What follows belongs to an exercise in optimizing a design on an open flow for small area, a short achievable clock period and few clock cycles per item; a production flow would make more cautious choices.
Function was checked by simulation only, so behaviour that the tests miss may differ from the original.
Power and IR drop assume default switching activity.

<file path="design/flow/flow/run.sh">
#!/bin/bash
# The standard layout (standard.sh, standard synthesis unchanged) with two
# changes to how it is made, at the design's clock period and constraints:
# - timing repair aims for a larger setup slack, so the layout is as fast as
#   the design allows;
# - the port buffers are sky130_fd_sc_hd__buf_2 rather than the default choice.
set -euo pipefail
cd "$(dirname "$0")/.."
bash standard.sh SETUP_SLACK_MARGIN=9.6 "BUFFER_PORTS_ARGS=-buffer_cell sky130_fd_sc_hd__buf_2" finish > make_finish.log 2>&1
</file>
<file path="design/flow/standard.sh">
#!/bin/bash
# synth_recipe.tcl (not shown) runs the flow's synth.tcl, then flattens the netlist and writes it again
# the make line also repeats each setting of config.mk as NAME=value (left out here)
make -C /OpenROAD-flow-scripts/flow DESIGN_CONFIG=/design/flow/config.mk WORK_HOME=/design/flow/orfs CLKGATE_MAP_FILE= SYNTH_SCRIPT=/design/flow/synth_recipe.tcl "${@:-finish}"
</file>
<file path="design/flow/config.mk">
export PLATFORM = sky130hd
export DESIGN_NAME = chacha_BLOCK
export DESIGN_NICKNAME = chacha_BLOCK
export VERILOG_FILES = /design/flow/design.v
export SDC_FILE = /design/flow/constraint.sdc
export NUM_CORES = 4
export LEC_CHECK = 0
export CAP_MARGIN = 35
export CORE_MARGIN = 2
export CORE_UTILIZATION = 40
export SLEW_MARGIN = 35
</file>
<file path="design/flow/constraint.sdc">
create_clock -name core_clock -period 13.5 [get_ports {clk_i}]
set_input_delay 2.7000 -clock core_clock [delete_from_list [all_inputs] [get_ports {clk_i}]]
set_output_delay 2.7000 -clock core_clock [all_outputs]
set_load 0.01 [all_outputs]
</file>
<file path="design/flow/design.v">
`default_nettype none
module chacha_BLOCK (
    input  wire           clk_i,
    input  wire           rst_i,
    input  wire [255 : 0] key_i,
    input  wire [95 : 0]  nonce_i,
    input  wire [31 : 0]  counter_i,
    output wire [7 : 0]   keystream_o,
    output wire           keystream_valid_o,
    input  wire           start_i,
    output wire           done_o,
    output wire           ready_o
);
    localparam [127 : 0] CONSTS = {32'h6b206574, 32'h79622d32, 32'h3320646e, 32'h61707865};
    wire [31 : 0] s_in [4 : 15];
    genvar g;
    generate
        for (g = 0; g < 8; g = g + 1) begin : g_key
            assign s_in[4 + g] = key_i[255 - 32*g -: 32];
        end
    endgenerate
    assign s_in[12] = counter_i;
    assign s_in[13] = nonce_i[95 : 64];
    assign s_in[14] = nonce_i[63 : 32];
    assign s_in[15] = nonce_i[31 : 0];
    reg         busy;
    reg         ready_r;
    reg [6 : 0] cnt;
    wire       accept   = start_i & ready_r;
    wire       last     = (cnt == 7'd83);
    wire       busy_nx  = ~rst_i & (accept | (busy & ~last));
    wire [6:0] cnt_nx   = accept ? 7'd0 : cnt + 7'd1;
    wire       ready_nx = ~busy_nx | (cnt_nx == 7'd83);
    wire       run_nx   = busy_nx & (cnt_nx < 7'd80);
    wire       fin_nx   = busy_nx & (cnt_nx >= 7'd80);
    wire [1:0] st_nx    = cnt_nx[1:0];
    wire       odd_nx   = cnt_nx[2];             
    wire       first_nx = (cnt_nx[6:2] == 5'd0);
    always @(posedge clk_i) begin
        busy    <= busy_nx;
        ready_r <= ready_nx;
        cnt     <= cnt_nx;
    end
    reg r16, r12, r8, r7;        
    reg f0, f1, f2, f3;
    reg tf;                      
    reg mdn, mup;                
    reg md;                      
    reg tr;                      
    reg rh;                      
    always @(posedge clk_i) begin
        r16 <= run_nx & (st_nx == 2'd0);
        r12 <= run_nx & (st_nx == 2'd1);
        r8  <= run_nx & (st_nx == 2'd2);
        r7  <= run_nx & (st_nx == 2'd3);
        f0  <= fin_nx & (st_nx == 2'd0);
        f1  <= fin_nx & (st_nx == 2'd1);
        f2  <= fin_nx & (st_nx == 2'd2);
        f3  <= fin_nx & (st_nx == 2'd3);
        tf  <= fin_nx & ~ready_nx;
        mdn <= run_nx & ~odd_nx & ((st_nx == 2'd3) | ((st_nx == 2'd0) & ~first_nx));
        mup <= run_nx &  odd_nx & ((st_nx == 2'd3) | (st_nx == 2'd0));
        md  <= run_nx & (st_nx == 2'd3);
        tr  <= fin_nx & (st_nx == 2'd1);
        rh  <= fin_nx & (st_nx == 2'd0);
    end
    wire load = ready_r;         
    reg  [31 : 0] P  [0 : 3];
    reg  [31 : 0] Q  [0 : 3];
    reg  [31 : 0] R  [0 : 3];
    reg  [31 : 0] T  [0 : 3];
    reg  [31 : 0] I0 [0 : 3];
    reg  [31 : 0] I1 [0 : 3];
    reg  [31 : 0] I2 [0 : 3];
    wire [31 : 0] sum [0 : 3];
    generate
        for (g = 0; g < 4; g = g + 1) begin : g_lane
            wire [31 : 0] s  = P[g] + Q[g];
            wire [31 : 0] x  = T[g] ^ s;
            wire [31 : 0] qn = ({32{r16}}  & {x[15:0], x[31:16]})
                             | ({32{r12}}  & {x[19:0], x[31:20]})
                             | ({32{r8}}   & {x[23:0], x[31:24]})
                             | ({32{r7}}   & {x[24:0], x[31:25]})
                             | ({32{tf}}   & T[g])
                             | ({32{load}} & s_in[4 + g]);
            assign sum[g] = s;
            always @(posedge clk_i) begin
                Q[g] <= qn;
                if (load) begin
                    P[g]  <= CONSTS[32*g +: 32];
                    R[g]  <= s_in[8 + g];
                    T[g]  <= s_in[12 + g];
                    I0[g] <= s_in[4 + g];
                    I1[g] <= s_in[8 + (g + 1) % 4];
                    I2[g] <= s_in[12 + g];
                end else begin
                    if (tf)       P[g] <= I0[g];
                    else if (mdn) P[g] <= R[(g + 3) % 4];
                    else if (mup) P[g] <= R[(g + 1) % 4];
                    else          P[g] <= R[g];
                    if (!rh) R[g] <= s;
                    if (md)       T[g] <= Q[(g + 2) % 4];
                    else if (tr)  T[g] <= R[g];
                    else          T[g] <= Q[g];
                    I0[g] <= I1[g];
                    I1[g] <= I2[g];
                    I2[g] <= I0[g];
                end
            end
        end
    endgenerate
    reg [7 : 0] O [0 : 62];
    integer p;
    always @(posedge clk_i) begin
        for (p = 0; p < 62; p = p + 1) O[p] <= O[p + 1];
        O[62] <= O[0];
        if (f0) for (p = 0; p < 16; p = p + 1) O[p]      <= P[p / 4][8*(p % 4) +: 8];
        if (f1) for (p = 0; p < 16; p = p + 1) O[47 + p] <= sum[p / 4][8*(p % 4) +: 8];
        if (f2) for (p = 0; p < 16; p = p + 1) O[14 + p] <= sum[p / 4][8*(p % 4) +: 8];
        if (f3) for (p = 0; p < 16; p = p + 1) O[29 + p] <= sum[((p / 4) + 3) % 4][8*(p % 4) +: 8];
    end
    reg         done_r;
    reg         valid_r;
    reg         adding;          
    reg [5 : 0] n;               
    reg [7 : 0] kout;
    reg         kcar;
    wire [7 : 0] kb  = n[5:4] == 2'd0 ? CONSTS[8*n[3:0] +: 8] : 8'd0;
    wire         cin = (n[5:4] == 2'd0) & (n[1:0] != 2'd0) & kcar;
    wire [8 : 0] ks  = {1'b0, O[0]} + {1'b0, kb} + {8'd0, cin};
    always @(posedge clk_i) begin
        kout <= ks[7:0];
        kcar <= ks[8];
        n    <= f0 ? 6'd0 : n + 6'd1;
        if (rst_i) begin
            done_r  <= 1'b0;
            valid_r <= 1'b0;
            adding  <= 1'b0;
        end else begin
            done_r <= f0;
            if (f0) adding <= 1'b1;
            else if (n == 6'd63) adding <= 1'b0;
            valid_r <= adding;
        end
    end
    assign ready_o           = ready_r;
    assign done_o            = done_r;
    assign keystream_valid_o = valid_r;
    assign keystream_o       = kout;
endmodule
</file>
==> impl_metrics.json <==
{
  "status": "finished clean",
  "rows": 145,
  "timing.fmax_mhz": 241.0,
  "initial_core_util": 0.4030,
  "critPathArrivalTime_ns": 4.81,
  "die_area_um2": 160800,
  "core_area_um2": 156400,
  "wl_um": 333900,
  "vias_per_cell": 6.141,
  "yosys.area.top_type": "dfxtp_1",
  "ys_async_sr_fraction": 0,
  "drt_iter0_markers": 9707,
  "placed_area_um2": 67090,
  "worstSetupPathType": "reg2reg",
  "worst_hold_path_type": "reg2reg",
  "fin_util": 0.4689,
  "syn2layout_area_growth_pct": 16.34,
  "cts_tree": "built",
  "fin_tns_setup_ns": 0,
  "end_kind": "flop",
  "h-tree-depth": 4,
  "netlist_top_cells_area": "dfxtp_1, mux2_2, edfxtp_1",
  "drive_gt1_frac": 0.2158,
  "reg2reg_depth": 7,
  "r2r_slack_ns": 9.35,
  "firstDrtPassIters": 14,
  "yosysTopAreaCellShare": 0.4161,
  "maxSlewViolCount": 0,
  "routed-via-count": 55420,
  "max_slew_margin": 0.2383,
  "syn_avg_cell_area_um2": 9.580,
  "drtAntennaViolNets": 0,
  "endpoint": "T[2][9]",
  "r2r-end": "T[2][9]",
  "maxCapViolCount": 0,
  "synth_seq_area_share": 0.4771,
  "port_buffers": 397,
  "cts_buffer_depth": 3,
  "fin_crit_ns": 4.149,
  "grt_overflow": 0,
  "powerDensity_nw_per_um2": 239.5,
  "synth_edf_count": 128,
  "gp_congestion": 1.097,
  "path_clk_slew_ns": 0.06,
  "crit_required_ns": 14.16,
  "fin_crit_sh": 0.3073,
  "die_y_um": 401.0,
  "fin_area_um2": 73330,
  "syn-num-nets": 7112,
  "grt_pass1_vias": 50900,
  "synth_area_um2": 63030,
  "ys_ff_latch": 1438,
  "power_w": 0.01756,
  "grt_first_pass_wirelength_um": 439900,
  "cp_max_fo": 49,
  "power.leakage_nw": 31.03,
  "synth.distinct_cells": 90,
  "startpoint_type": "flop",
  "worst_clock_skew_ns": 0.04031,
  "multi_input_area_um2": 30860,
  "grt_start_max_net_pins": 177,
  "final_hold_viol_count": 0,
  "finalSetupViolations": 0,
  "syn_inst": 6579,
  "avgRoutedWirePerCell_um": 37.00,
  "synth-main-ff-cell": "dfxtp_1",
  "route.detailed.drc": 0,
  "die_w_um": 401.0,
  "whs_ns": 0.3245,
  "fillCellCount": 14990,
  "dp_hpwl_um": 264400,
  "yosysWarnings": 9,
  "clkLatencyLatePin_ns": 0.83,
  "numCtsBuffers": 159,
  "ir_drop_mv": 0.1564,
  "crit_path_start": "tr",
  "final_net_count": 7340,
  "r2r-start": "tr",
  "regArea_um2": 30140,
  "track_usage": 0.4003,
  "numClockSinks": 1438,
  "grt_setup_unrepaired": "true",
  "antenna_found_initial": 58,
  "worstMarginPinSlew_ns": 1.142,
  "cts-root-buf": "clkbuf_16",
  "io_pins": 398
}
-- how the worst min path moves through the flow --
| stage | startpoint | endpoint | slack, ns | cells past startpoint |
|---|---|---|---|---|
| CTS | O[46][7] | O[45][7] | 0.33 | 0 |
| global route | O[47][6] | O[46][6] | 0.34 | 0 |
| floorplan | O[46][0] | O[45][0] | 0.31 | 0 |
| global placement | O[47][7] | O[46][7] | 0.31 | 0 |
| finish | O[46][7] | O[45][7] | 0.32 | 0 |
| detailed placement | O[46][5] | O[45][5] | 0.32 | 0 |
-- state kept, by name, summed over array words and instances, names as in the netlist, 6 cells and up --
signal  count
I0        128
I1        128
I2        128
O         504
P         128
Q         128
R         128
T         128
cnt         7
kout        8
n           6
-- layout make-up --
class                      count  share of cell area
inverter                     390             0.01996
sequential                  1438              0.4110
timing repair buffer         496             0.03981
multi-input combinational   4322              0.4208
clock inverter                67            0.009504
tap                         2058             0.03512
antenna                       26           0.0008873
clock buffer                 228             0.06296
-- worst max-delay path, stage by stage, from the launching register on --
cell and delay, ns:
dfxtp_4 0.64, buf_6 0.51, buf_8 0.46, buf_8 0.45, mux2i_1 0.74, nor2_1 0.25
a21oi_2 0.58, o21ai_0 0.14
-- cells in the mapped netlist, types with 22 or more instances --
cell type	number
a211o_1	61
a211oi_1	25
a21o_1	55
a21oi_1	533
a221o_1	87
a222oi_1	106
a22o_1	22
a22oi_1	39
buf_1	85
clkbuf_1	338
dfxtp_1	1310
edfxtp_1	128
ha_1	140
inv_1	390
mux2_2	575
mux2i_1	291
nand2_1	556
nand3_1	84
nand4_1	44
nor2_1	580
nor3_1	22
o21ai_0	562
xnor2_1	111
xor2_1	146
-- cells by family (layout without fill, tap and decap cells) --
kind of cell               after synthesis  in the layout  synth area share
AOI/OAI and AO/OA                     1647           1647            0.1642
DFF                                   1438           1438            0.4771
buffers and inverters                  819           1181           0.04889
other                                    0             26                 0
and+or+nand+nor                       1395           1395           0.09193
xor gates and xnor gates               266            266           0.03867
muxes                                  868            868            0.1495
adders and majority gates              146            146           0.02970
-- stage by stage --
| stage | worst slack, ns | instances |
|---|---|---|
| after global placement | 8.445 | 8686 |
| after global routing | 9.464 | 9000 |
| after floorplan | 9.623 | 6579 |
| after detailed placement | 8.655 | 8688 |
| final | 9.351 | 9025 |
| after CTS | 9.446 | 8989 |
-- layout by cell type, fill, tap and decap left out, types with 61 or more instances in the layout --
cell | synthesis | layout
a211o_1 | 61 | 61
a21oi_1 | 533 | 506
a221o_1 | 87 | 87
a222oi_1 | 106 | 106
buf_2 | 6 | 393
buf_4 | 0 | 77
clkbuf_16 | 0 | 166
dfxtp_1 | 1310 | 1281
edfxtp_1 | 128 | 128
ha_1 | 140 | 138
inv_1 | 390 | 390
mux2_2 | 575 | 575
mux2i_1 | 291 | 291
nand2_1 | 556 | 556
nand3_1 | 84 | 84
nor2_1 | 580 | 577
o21ai_0 | 562 | 556
xnor2_1 | 111 | 75
xor2_1 | 146 | 122
-- power by group --
group	switching, W	internal (W)
Combinational	0.00512	0.00197
Sequential	0.00102	0.00496
Clock	0.00192	0.00257
Total	0.00806	0.00949
-- timing repair --
action	CTS	global route
endpoints found under the setup margin	98	98
endpoints found under the hold margin	0	0
resized for setup	41	76
setup buffers	6	10
hold buffers	0	0
pin swaps	2	7
-- layer usage --
layer	global-route usage	routed length, um
met4	0.2904	29010
met1	0.5154	128800
met2	0.5701	135800
met5	0	148
met3	0.1153	40190
Testbench counts, summed over its fixed seeds: cycles 8,568, blocks 96.

separate check: timing with driven ports:
How much do the figures lean on ideal ports? The routed layout below was timed once more, with nothing changed but the port constraints. Step 1 (the two cells are an assumption about what drives the block):
set clk [get_ports {clk_i}]
set_driving_cell -lib_cell sky130_fd_sc_hd__clkbuf_16 $clk
set_driving_cell -lib_cell sky130_fd_sc_hd__buf_2 [delete_from_list [all_inputs] $clk]
Step 2, shift: input delay + t, output delay - t, t = (earliest + latest rising clock arrival at the registers) / 2. This alone moves slack from input paths to output paths. Slacks: no drivers / after step 1 / after step 2; pairs: no drivers / after step 1.
t, ns: 0.888
setup slack, ns: 9.351 / 9.351 / 9.158
latest minus earliest clock arrival (ns): 0.043 / 0.042
cell pins on the clock port's net: 1
After both steps this run still meets setup and hold. For this run, drivers alone change the setup slack by 0.000 ns; drivers and shift together by -0.193 ns.
